What follows belongs to an exercise in optimizing a design on an open flow for small area, a short achievable clock period and few clock cycles; a production flow would make more cautious choices. In this exercise RTL edits were held to simulation tests only and were not proved equivalent to the original. Power is estimated from default activity; no workload was simulated.

Design booth_mul, start of the top module:
module booth_mul (
    input             CLK ,
    input             RSTn ,
    input      [23:0] m1 ,
    input      [23:0] m2 ,
    input             BREQ ,
    output     [47:0] res ,
    output            BACK
);
For scale: ~3000 cells after synthesis, roughly 97 flip-flops, about 22000 sq um of cells after synthesis.
export LEC_CHECK = 0
export CAP_MARGIN = 20
export CORE_MARGIN = 2
export CORE_UTILIZATION = 40
export SETUP_SLACK_MARGIN = 1.0
export SLEW_MARGIN = 20
create_clock -name core_clock -period 6.0 [get_ports {CLK}]
run.sh (not shown) runs the stock make flow with config.mk's settings and CLKGATE_MAP_FILE= SYNTH_SCRIPT=/design/flow/synth_recipe.tcl, a recipe that flattens the netlist after the stock synthesis.
The starting point passed the timing, DRC and antenna checks.
Testbench counts at the start, summed over its fixed seeds: cycles 32,000.
Next try:
- SETUP_SLACK_MARGIN: 1.0 -> 2.0
Core utilization rose by 11 points.
Final cell count grows by about 5.6%.
Cell area went up by 24%.
Area after synthesis stays the same.

booth_mul, a different RTL version from the one above (not shown whole).
Size: about 1700 cells after synthesis, ~100 I/O pins, ~15000 um2 of cells after synthesis.
==> flow/config.mk <==
export PLATFORM = sky130hd
export DESIGN_NAME = booth_mul
export DESIGN_NICKNAME = booth_mul
export VERILOG_FILES = /design/flow/design.v
export SDC_FILE = /design/flow/constraint.sdc
export NUM_CORES = 4
export LEC_CHECK = 0
export ABC_AREA = 1
export CAP_MARGIN = 20
export CORE_MARGIN = 2
export CORE_UTILIZATION = 70
export CTS_BUF_LIST = sky130_fd_sc_hd__clkbuf_4 sky130_fd_sc_hd__clkbuf_8
export SETUP_SLACK_MARGIN = 1.75
export SLEW_MARGIN = 20
==> flow/constraint.sdc <==
create_clock -name core_clock -period 6.0 [get_ports {CLK}]
set_input_delay 1.2000 -clock core_clock [delete_from_list [all_inputs] [get_ports {CLK}]]
set_output_delay 1.2000 -clock core_clock [all_outputs]
set_load 0.01 [all_outputs]
standard.sh (not shown) runs the stock make flow with config.mk's settings and CLKGATE_MAP_FILE= SYNTH_SCRIPT=/design/flow/synth_recipe.tcl, a recipe that flattens the netlist after the stock synthesis.
==> flow/flow/run.sh <==
#!/bin/bash
# The standard layout (standard.sh: ORFS with the standard flow's settings) with two changes:
#  - the ports get plain buffers (buf_2, which the resizer may size up) instead of
#    the delay cells buffer_ports picks on its own;
#  - after the standard synthesis, fa_polarity.py removes inverters between full
#    adders (it flips full adders' polarity, same function and registers), and the
#    netlist is read in again before the floorplan.
set -euo pipefail
A='BUFFER_PORTS_ARGS=-buffer_cell sky130_fd_sc_hd__buf_2'
bash standard.sh "$A" synth > make_synth.log 2>&1
net=orfs/results/$FLOW_PLATFORM/booth_mul/base/1_2_yosys.v
python3 flow/fa_polarity.py "$net" > fa_polarity.log 2>&1
bash standard.sh "$A" do-1_synth > make_synth_odb.log 2>&1
bash standard.sh "$A" finish > make_finish.log 2>&1
Other scripts of this flow, unchanged in this note and not shown: flow/flow/fa_polarity.py
Testbench counts at the start, summed over its fixed seeds: cycles 32,000.
Edit:
--- a/flow/flow/run.sh
+++ b/flow/flow/run.sh
@@ -1,5 +1,5 @@
 #!/bin/bash
 # The standard layout (standard.sh: ORFS with the standard flow's settings) with two changes:
-#  - the ports get plain buffers (buf_2, which the resizer may size up) instead of
+#  - the ports get plain buffers (buf_1, which the resizer may size up) instead of
 #    the delay cells buffer_ports picks on its own;
 #  - after the standard synthesis, fa_polarity.py removes inverters between full
@@ -7,5 +7,5 @@
 #    netlist is read in again before the floorplan.
 set -euo pipefail
-A='BUFFER_PORTS_ARGS=-buffer_cell sky130_fd_sc_hd__buf_2'
+A='BUFFER_PORTS_ARGS=-buffer_cell sky130_fd_sc_hd__buf_1'
 bash standard.sh "$A" synth > make_synth.log 2>&1
 net=orfs/results/$FLOW_PLATFORM/booth_mul/base/1_2_yosys.v
The changed run completed with no timing, DRC or antenna violations.
Power grows slightly.
Wire length grows by a few percent.
Via count grows by a few percent.
Maximum frequency grows slightly.
Worst setup slack gains 41 ps.
Count of clock-buffer cells in the layout stays the same.
Combinational power grows slightly.
Cell area grows slightly.
Die area does not change.
Non-clock buffer count grows by 15.
Worst hold slack loses 5.9 ps.
Edit:
--- a/flow/flow/run.sh
+++ b/flow/flow/run.sh
@@ -1,5 +1,5 @@
 #!/bin/bash
 # The standard layout (standard.sh: ORFS with the standard flow's settings) with two changes:
-#  - the ports get plain buffers (buf_1, which the resizer may size up) instead of
+#  - the ports get plain buffers (buf_2, which the resizer may size up) instead of
 #    the delay cells buffer_ports picks on its own;
 #  - after the standard synthesis, fa_polarity.py removes inverters between full
@@ -7,5 +7,5 @@
 #    netlist is read in again before the floorplan.
 set -euo pipefail
-A='BUFFER_PORTS_ARGS=-buffer_cell sky130_fd_sc_hd__buf_1'
+A='BUFFER_PORTS_ARGS=-buffer_cell sky130_fd_sc_hd__buf_2'
 bash standard.sh "$A" synth > make_synth.log 2>&1
 net=orfs/results/$FLOW_PLATFORM/booth_mul/base/1_2_yosys.v
--- a/flow/config.mk
+++ b/flow/config.mk
@@ -10,5 +10,4 @@
 export CORE_MARGIN = 2
 export CORE_UTILIZATION = 70
-export CTS_BUF_LIST = sky130_fd_sc_hd__clkbuf_4 sky130_fd_sc_hd__clkbuf_8
-export SETUP_SLACK_MARGIN = 1.75
+export SETUP_SLACK_MARGIN = 1.5
 export SLEW_MARGIN = 20
- The changed run produced a clean layout
- worst setup slack is worse by 250 ps
- cell count is lower by 1.2%
- die area is unchanged
- design area fell by 3.2%
- via count fell by 3.5%
- sequential share of layout area climbs by 0.40 points
- wire length is lower by 6.6%
- first-iteration DRC count climbs by 3.2%
- total power shrinks by 7.6%
Edit:
--- a/flow/config.mk
+++ b/flow/config.mk
@@ -10,4 +10,4 @@
 export CORE_MARGIN = 2
 export CORE_UTILIZATION = 70
-export SETUP_SLACK_MARGIN = 1.5
+export SETUP_SLACK_MARGIN = 1.75
 export SLEW_MARGIN = 20
What happened: Area after synthesis is unchanged. Total power is higher by 4.8%. Core utilization is higher by 1.4 points. Non-clock buffer count is higher by 5. Global-route usage is higher by 0.83 points. Final area is higher by 1.9%. Cell count is higher by 0.35%. Setup slack improved by 220 ps.

booth_mul again, from the RTL that the note above started with.
clock: 6.0 ns
lec_check: 0
abc_area: 1
cap_margin: 20
core_margin: 2
core_utilization: 55
setup_slack_margin: 1.5
slew_margin: 20
run.sh (not shown) runs the stock make flow with config.mk's settings and CLKGATE_MAP_FILE= SYNTH_SCRIPT=/design/flow/synth_recipe.tcl, a recipe that flattens the netlist after the stock synthesis.
Stock flow here: none of the scripts above is used.
Testbench counts at the start, summed over its fixed seeds: cycles 32,000.
Edit:
==> flow/flow/run.sh (new file) <==
#!/bin/bash
# The standard layout (standard.sh, which runs ORFS with the standard flow's settings), with two
# changes: the ports get plain buffers (buf_2, which the resizer may size up) instead
# of the delay cells buffer_ports picks on its own, and after the timing repair at
# global route the resizer downsizes gates on paths that are not critical.
set -euo pipefail
bash standard.sh 'BUFFER_PORTS_ARGS=-buffer_cell sky130_fd_sc_hd__buf_2' 'RECOVER_POWER=100' finish > standard_make.log 2>&1
==> flow/standard.sh (new file) <==
#!/bin/bash
# synth_recipe.tcl (not shown) runs the flow's synth.tcl, then flattens the netlist and writes it again
# the make line also repeats each setting of config.mk as NAME=value (left out here)
make -C /OpenROAD-flow-scripts/flow DESIGN_CONFIG=/design/flow/config.mk WORK_HOME=/design/flow/orfs CLKGATE_MAP_FILE= SYNTH_SCRIPT=/design/flow/synth_recipe.tcl "${@:-finish}"
SETUP_SLACK_MARGIN = 2.0   (was 1.5)
removed: flow/run.sh
With this change the flow finished with capacitance limit, slew limit left.
Cell area rises by about 5%.
Final cell count rises by about 1.7%.
Synthesized cell count does not change.
Count of clock-buffer cells in the layout rises by 2.
Wire length rises by about 14%.
Worst hold slack degrades by 350 ps.
Area after synthesis is unchanged.
Worst setup slack degrades by 550 ps.
Power falls by about 5%.
Edit:
==> flow/flow/run.sh (replaced) <==
#!/bin/bash
# The standard layout (standard.sh, which runs ORFS with the standard flow's settings), with one
# change: the ports get plain buffers (buf_2, which the resizer may size up) instead
# of the delay cells buffer_ports picks on its own.
set -euo pipefail
bash standard.sh 'BUFFER_PORTS_ARGS=-buffer_cell sky130_fd_sc_hd__buf_2' finish > standard_make.log 2>&1
SETUP_SLACK_MARGIN = 1.5   (was 2.0)
Result: Now the flow passed the timing, DRC and antenna checks; cell area fell by 10%; total power fell by 8.2%; worst setup slack improved by 600 ps; via count fell by 6.2%; sequential power barely changes; die area is unchanged; sequential share of layout area rose by 1.3 points; routed wire length fell by 12%; critical path depth fell by 1; worst hold slack improved by 7.0 ps.

Another version of the RTL of booth_mul (not shown whole).
Size in the first run: ~2300 cells after synthesis, ~110 flip-flops, about 100 I/O pins.
Design booth_mul, start of the top module:
module booth_mul (
    input             CLK ,
    input             RSTn ,
    input      [23:0] m1 ,
    input      [23:0] m2 ,
    input             BREQ ,
    output     [47:0] res ,
    output            BACK
);
booth u_booth (
    .res  (res),
    .m1   (m1),
    .m2   (m2),
    .CLK  (CLK),
    .BREQ (BREQ),
    .BACK (BACK),
    .RSTn (RSTn)
);
endmodule
clock: 6.0 ns
lec_check: 0
abc_area: 1
cap_margin: 20
core_margin: 2
core_utilization: 55
setup_slack_margin: 1.5
slew_margin: 20
Stock flow here: none of the scripts above is used.
Testbench counts at the start, summed over its fixed seeds: cycles 32,000.
Then changed:
Settings changed: CORE_UTILIZATION 55 to 40, SETUP_SLACK_MARGIN 1.5 to 2.0.
Effect:
- sequential share of layout area fell by 1.5 points
- non-clock buffer count is higher by 133
- critical path depth stays the same
- core utilization decreases by 9.9 points
- flip-flop and latch count does not change
Then changed:
Settings changed: SETUP_SLACK_MARGIN 2.0 to 1.5.
Worst setup slack is worse by 0.43 ns. Cell count went down by about 4%. Fmax went down by 9.7%. Sequential power went down by about 4%. Count of clock-buffer cells in the layout went up by 1. Core utilization went down by 6.1 points. Critical path depth went down by 3. Global-route usage went down by 3.7 points. Power went down by about 7%.
Then changed:
Settings changed: ABC_AREA 1 to unset.
=> Count of clock-buffer cells in the layout fell by 1. Total power decreases by 3.0%. Wire length grows by 35%. Global-route usage grows by 3.1 points. Clock power is about the same. Sequential share of layout area came out lower by 1.2 points. Cell area is higher by 13%. Combinational power goes down by about 3%.

port drivers added, routing unchanged:
The flow's constraints put no driver on any port. The routed layouts listed below were extracted and timed again, unchanged, in two steps.
Step 1 assumes that a clkbuf_16 drives the clock port and a buf_2 every other input.
Step 2 times the ports against the registers' clock, not the clock port: input delays grow and output delays shrink by t, the midpoint of the rising clock arrivals with the driver on.
Three values: no drivers, after step 1, after step 2; two values: the first two.
run | t (ns) | setup WS [ns] | latest minus earliest clock arrival (ns) | slew at the worst register clock pin (ns) | pins driven straight from the clock port
the first run of note 1 | 0.393 | 1.083 / 1.039 / 0.732 | 0.014 / 0.013 | 0.07 / 0.07 | 1
the second run of note 1 | 0.416 | 1.061 / 1.009 / 1.327 | 0.023 / 0.023 | 0.08 / 0.08 | 1
the first run of note 2 | 0.449 | 1.771 / 1.779 / 1.330 | 0.023 / 0.023 | 0.12 / 0.12 | 1
the second run of note 2 | 0.448 | 1.813 / 1.769 / 1.379 | 0.016 / 0.016 | 0.11 / 0.11 | 1
the third run of note 2 | 0.413 | 1.558 / 1.578 / 1.165 | 0.017 / 0.017 | 0.08 / 0.08 | 1
the fourth run of note 2 | 0.414 | 1.774 / 1.788 / 1.374 | 0.015 / 0.015 | 0.08 / 0.08 | 1
the first run of note 3 | 0.419 | 1.524 / 1.558 / 1.138 | 0.022 / 0.021 | 0.09 / 0.09 | 1
the second run of note 3 | 0.425 | 0.973 / 1.003 / 0.578 | 0.013 / 0.014 | 0.08 / 0.08 | 1
the third run of note 3 | 0.418 | 1.574 / 1.582 / 1.187 | 0.007 / 0.008 | 0.08 / 0.08 | 1
the first run of note 4 | 0.408 | 1.504 / 1.541 / 1.133 | 0.016 / 0.017 | 0.08 / 0.08 | 1
the second run of note 4 | 0.419 | 1.984 / 1.987 / 1.568 | 0.018 / 0.018 | 0.09 / 0.09 | 1
the third run of note 4 | 0.412 | 1.552 / 1.572 / 1.180 | 0.021 / 0.020 | 0.09 / 0.09 | 1
the fourth run of note 4 | 0.426 | 1.400 / 1.348 / 1.177 | 0.016 / 0.017 | 0.08 / 0.08 | 1
The setup slack of the first run of note 2, which loses most, moves by +0.008 ns with the drivers and by -0.441 ns with both steps.
